This design comes from an exercise in tuning for a short achievable clock period and few clock cycles on the open sky130 flow, not from production work.
The RTL was checked by simulation tests, not by an equivalence proof against the original design.
Power figures rest on the tool's default switching activity, not on a simulated workload.

===== flow/design.v =====
module dot(input logic clk, input logic rst_n,
           output logic slave_waitrequest,
           input logic [3:0] slave_address,
           input logic slave_read, output logic [31:0] slave_readdata,
           input logic slave_write, input logic [31:0] slave_writedata,
           input logic master_waitrequest,
           output logic [31:0] master_address,
           output logic master_read, input logic [31:0] master_readdata, input logic master_readdatavalid,
           output logic master_write, output logic [31:0] master_writedata);
    logic [31:0] weight;  
    logic [31:0] input_act;  
    logic [31:0] vec_length;  
    logic [31:0] i;  
    logic signed [31:0] temp1;  
    logic signed [31:0] temp2;  
    logic signed [63:0] sum;  
    logic signed [63:0] temp3;  
    typedef enum logic [3:0] {IDLE, READ1, READ2, CALC, INC, DONE, STALL1, STALL2} state_t;
    state_t ps;
    always_ff @(posedge clk) begin
        if (!rst_n) begin
            weight <= 0;
            input_act <= 0;
            vec_length <= 0;
            i <= 0;
            temp1 <= 0;
            temp2 <= 0;
            temp3 <= 0;
            sum <= 0;
            ps <= IDLE;
        end else begin
            case (ps)
                IDLE: begin  
                    i <= 0;
                    temp1 <= 0;
                    temp2 <= 0;
                    temp3 <= 0;
                    sum <= 0;
                    if (slave_write == 1) begin
                        ps <= IDLE;
                        case (slave_address)
                            4'b0000: ps <= READ1;
                            4'b0010: weight <= slave_writedata;
                            4'b0011: input_act <= slave_writedata;
                            4'b0101: vec_length <= slave_writedata;
                            default: ps <= IDLE;
                        endcase
                    end 
                end
                READ1: begin  
                    if (master_readdatavalid && !master_waitrequest) begin
                        temp1 <= master_readdata;
                        ps <= STALL1;
                    end
                end
                STALL1: begin
                    if (master_readdatavalid) begin
                        ps <= READ2;
                    end
                end
                READ2: begin  
                    if (master_readdatavalid && !master_waitrequest) begin
                        temp2 <= master_readdata;
                        ps <= STALL2;
                    end
                end
                STALL2: begin
                    if (master_readdatavalid) begin
                        temp3 <= temp1 * temp2;
                        ps <= CALC;
                    end
                end
                CALC: begin  
                    sum <= sum + temp3;  
                    if (i + 1 < vec_length) begin
                        ps <= INC;  
                    end else begin
                        ps <= DONE;  
                    end
                end
                INC: begin
                    i <= i + 1;
                    ps <= READ1;
                end
                DONE: begin
                    if (slave_read == 1 && slave_address == 0) begin
                        ps <= IDLE;
                    end                end
                default: ps <= IDLE;
            endcase
        end
    end
    always_comb begin
        slave_waitrequest = 0;
        slave_readdata = 0;
        master_address = 0;
        master_read = 0;
        master_write = 0;
        master_writedata = 0;
        case (ps)
            IDLE: begin
                slave_waitrequest = 0;
                slave_readdata = 0;
                master_address = 0;
                master_read = 0;
                master_write = 0;
                master_writedata = 0;
            end
            READ1: begin  
                slave_waitrequest = 1;
                slave_readdata = 0;
                master_write = 0;
                master_writedata = 0;
                master_address = weight + i * 4;  
                master_read = 1;
            end
            STALL1: begin
                slave_waitrequest = 1;
                master_read = 0;
            end
            READ2: begin  
                slave_waitrequest = 1;
                slave_readdata = 0;
                master_write = 0;
                master_writedata = 0;
                master_address = input_act + i * 4;  
                master_read = 1;
            end
            STALL2: begin
                slave_waitrequest = 1;
                master_read = 0;
            end
            CALC: begin  
                slave_waitrequest = 1;
                master_read = 0;
            end
            INC: begin
                slave_waitrequest = 1;
                master_read = 0;
            end
            DONE: begin
                slave_waitrequest = 0;
                master_read = 0;
                if (slave_read == 1 && slave_address == 0) begin
                    slave_readdata = sum[47:16];  
                end
            end
        endcase
    end
endmodule

===== flow/run.sh =====
#!/bin/bash
# synth_recipe.tcl (not shown) runs the flow's synth.tcl, then flattens the netlist and writes it again
# the make line also repeats each setting of config.mk as NAME=value (left out here)
make -C /OpenROAD-flow-scripts/flow DESIGN_CONFIG=/design/flow/config.mk WORK_HOME=/design/flow/orfs CLKGATE_MAP_FILE= SYNTH_SCRIPT=/design/flow/synth_recipe.tcl finish

===== flow/config.mk =====
export PLATFORM = sky130hd
export DESIGN_NAME = dot
export DESIGN_NICKNAME = dot
export VERILOG_FILES = /design/flow/design.v
export SDC_FILE = /design/flow/constraint.sdc
export NUM_CORES = 4
export LEC_CHECK = 0
export CAP_MARGIN = 20
export CORE_MARGIN = 2
export CORE_UTILIZATION = 40
export SLEW_MARGIN = 20

===== flow/constraint.sdc =====
create_clock -name core_clock -period 10.0 [get_ports {clk}]
set_input_delay 2.0000 -clock core_clock [delete_from_list [all_inputs] [get_ports {clk}]]
set_output_delay 2.0000 -clock core_clock [all_outputs]
set_load 0.01 [all_outputs]

==> flow_summary_export.csv <==
group,metric,value,unit
run_status,outcome,"timing/DRC/antenna clean",
clock_tree,tritoncts,"built",
synth,netlist_area,45300,µm²
route,drtPass1Iterations,5,
route,vias,35021,
setup_path,rrSetupSlack,1760,ps
setup_path,max_stage_delay,650,ps
route,antenna_left,0,
clock_tree,clockRootBuffer,"clkbuf_16",
setup_path,crit_required,8000,ps
setup_path,path_class,"reg -> out",
die,die_h,341,µm
sta,skew,40.1,ps
die,rows,123,
setup_path,worst_setup_path_start_kind,"flip-flop",
synth,yosysWarningCount,1,
global_routing,grt_pass1_vias,36693,
synth,synth_edf_count,0,
hold_path,hold_path_depth,2,
final_layout,mostFrequentLayoutCells,"nand2_1, fa_1, inv_1",
final_layout,drive_above_1_share,0.0427,
placed_design,numPortBuffers,139,
final_layout,n_antenna_cell,0,
route,drc_errors,0,
global_routing,grt_use_total,0.227,
sta,slew_headroom,0.254,
synth,synth_cell_type_count,78,
clock_tree,cts_buffers,39,
route,drtIter0Drc,1961,
hold_path,hold_path_class,"reg -> reg",
synth,synth_top_area_frac,0.371,
synth,syn_area_per_cell,8.59,µm²
clock_tree,cts_buffer_depth,3,
synth,synth_top_area_cell,"fa_1",
global_routing,grt_pass1_wl,207000,µm
die,die_w,341,µm
sta,fmax,119,MHz
clock_tree,cts_max_level,2,
global_routing,grt_overflow_total,0,
route,wl_per_cell,19.2,µm
synth,synth_sequential_area_ratio,0.128,
setup_path,worst-path-buf-inv,4,
sta,worst_slew_pin_slew,1110,ps
power,p_leak,22.9,nW
setup_path,worstSetupEndpointType,"primary output",
clock_tree,insertion_delay,610,ps
sta,fin_crit_sh,0.838,
clock_tree,post_cts_buffers,0,
sta,timing.hold.ws,450,ps
sta,period_needed,8380,ps
setup_path,cp_top_family,"compound AO/OA/AOI/OAI gates",
synth,synthTopCellsByArea,"fa_1, dfxtp_1, ha_1",
final_layout,final_common_cell,"nand2_1",
global_routing,antenna_found_initial,3,
route,via_per_inst,5.18,
sta,report.final.slew_viol_count,0,
sta,setup_viol,0,
setup_path,r2r_end,"temp3[44]$_SDFFE_PN0P_",
sta,finalHoldViolations,0,
power,powerDensity,78.1,nW/µm²
flow_run,cap_viol_max_count,0,
setup_path,r2r_cells,22,
setup_path,worstPathCellList,"clkinv_1 -> nor3_2 -> buf_4 -> mux2_2 -> ha_1 -> inv_1 -> fa_1 -> nor2b_1 -> o21a_1 -> o21ai_0 -> a211oi_1 -> o211ai_1 -> a211oi_1 -> o21ai_0 -> a21boi_0 -> nor3_1 -> nor3_1 -> clkdlybuf4s50_1",
die,core,112000,µm²
sta,rsz0062_at_grt,"no",
sta,fin_tns_setup,0,ps
placed_design,dpl.hpwl,102000,µm
synth,synthFlopType,"dfxtp_1",
synth,synth-seq-cells,291,
die,dieArea,116000,µm²
hold_path,hold_start,"temp1[27]$_SDFFE_PN0P_",
clock_tree,hold_buffers,0,
setup_path,r2r_start,"temp2[2]$_SDFFE_PN0P_",
route,wl,130000,µm
clock_tree,cts_resized,0,
power,ir_drop,153,µV
setup_path,path_max_fanout,25,
hold_path,holdPathEnd,"temp1[27]$_SDFFE_PN0P_",
final_layout,nNetsFinal,6426,
die,start_util,0.403,
clock_tree,clock-sinks,291,
clock_tree,clkTransAtPathRegs,60,ps
placed_design,gp_congestion,0.894,
setup_path,crit_arrival,6380,ps
final_layout,syn2layout_area_growth,8.99,%
die,io_pins,173,
synth,synthArstFlopShare,0,
global_routing,grt_start_max_net_pins,108,
setup_path,crit_slowest_cell,"dfxtp_1",
synth,synth_cells,5278,
-- sequential cells by signal (all words and copies together), names as in the netlist --
| name | count |
|---|---|
| i | 32 |
| weight | 32 |
| temp1 | 32 |
| input_act | 32 |
| vec_length | 32 |
| temp3 | 48 |
| temp2 | 32 |
| ps | 3 |
| sum | 48 |
-- cell usage after synthesis, types with 13 or more instances --
cell,instances
a211oi_1,14
a21o_1,86
a21oi_1,317
a22oi_1,53
a31oi_1,13
and2_1,455
and3_1,17
buf_4,33
clkbuf_1,294
dfxtp_1,291
fa_1,841
ha_1,275
inv_1,834
mux2_2,38
nand2_1,860
nand2b_1,29
nand3_1,129
nand4_1,25
nor2_1,173
nor2b_1,36
nor3_1,41
o21a_1,25
o21ai_0,79
o21bai_1,14
xnor2_1,108
xor2_1,61
-- kinds of logic after synthesis --
logic type	after synthesis	share of synthesized area
compound gates	671	0.0910
xor+xnor	169	0.0326
fa+ha+maj	1116	0.447
buf+inv	1175	0.100
flops	291	0.128
mux	43	0.0105
other cells	1	0.0000827
simple gates	1812	0.190
-- metal layers --
metal / share of wire / GRT usage / wire (µm) / vias up
met3: 0.044 / 0.0247 / 5770 / 219
met5: 0 / 0 / 0 / -
met4: 0.037 / 0.0799 / 4780 / 0
li1: - / - / - / 16143
met1: 0.41 / 0.287 / 53300 / 17796
met2: 0.51 / 0.401 / 66100 / 863
-- cell type report --
| cell class | count | area, µm² |
|---|---|---|
| Clock buffer | 52 | 1080 |
| Clock inverter | 18 | 285 |
| Fill cell | 11151 | 63100 |
| Inverter | 836 | 3150 |
| Multi-Input combinational cell | 3844 | 35200 |
| Sequential cell | 291 | 5830 |
| Tap cell | 1500 | 1880 |
| Timing Repair Buffer | 224 | 2030 |
-- through the flow --
step	setup slack [ps]	cell area, µm²	util	power [mW]	cells
2_1_floorplan	2830	45500	-	1.84	5310
3_3_place_gp	1930	48000	0.427	2.35	6695
3_5_place_dp	1850	48000	0.427	2.36	6695
4_1_cts	1640	49400	0.439	3.90	6765
5_1_grt	1100	49400	0.439	4.03	6765
6_report	1620	49400	0.439	3.86	6765
-- report_power, final --
group	internal (mW)	total [mW]	switching, mW	leakage (nW)
logic	0.233	1.04	0.806	19.9
clock network	0.902	1.52	0.621	0.663
registers	1.19	1.30	0.105	2.35
-- worst max-delay path by stage --
stage	slack, ps	endpoint	from	depth (start not counted)
6_report	1620	master_address[26]	ps[1]$_SDFFE_PN0P_	18
4_1_cts	1640	master_address[26]	ps[1]$_SDFFE_PN0P_	18
3_3_place_gp	1930	temp3[44]$_SDFFE_PN0P_	temp2[2]$_SDFFE_PN0P_	22
3_5_place_dp	1850	temp3[44]$_SDFFE_PN0P_	temp2[2]$_SDFFE_PN0P_	22
2_1_floorplan	2830	temp3[41]$_SDFFE_PN0P_	temp2[8]$_SDFFE_PN0P_	26
5_1_grt	1100	master_address[28]	ps[1]$_SDFFE_PN0P_	18
-- worst min-delay path: stages (launching register included) --
cell and delay [ps]:
dfxtp_1 310, nand2_1 50, a21oi_1 50
Testbench counts, summed over its fixed seeds: cycles 276,376.

## re-timing with driven ports
The flow's constraints put no driver on any port. The routed layout listed below was extracted and timed again, unchanged, in two steps.
Step 1 assumes that a clkbuf_16 drives the clock port and a buf_2 every other input.
Step 2, shift: input delay + t, output delay - t, t = (earliest + latest rising clock arrival at the registers) / 2. This alone moves slack from input paths to output paths.
Slacks: no drivers / after step 1 / after step 2; pairs: no drivers / after step 1.
shift t [ns]: 0.663
setup WS [ns]: 1.618 / 1.542 / 1.762
worst setup path at the end: register to register
After both steps setup and hold are still met in this run. For this run, drivers alone change the setup slack by -0.076 ns; drivers and shift together by +0.144 ns.
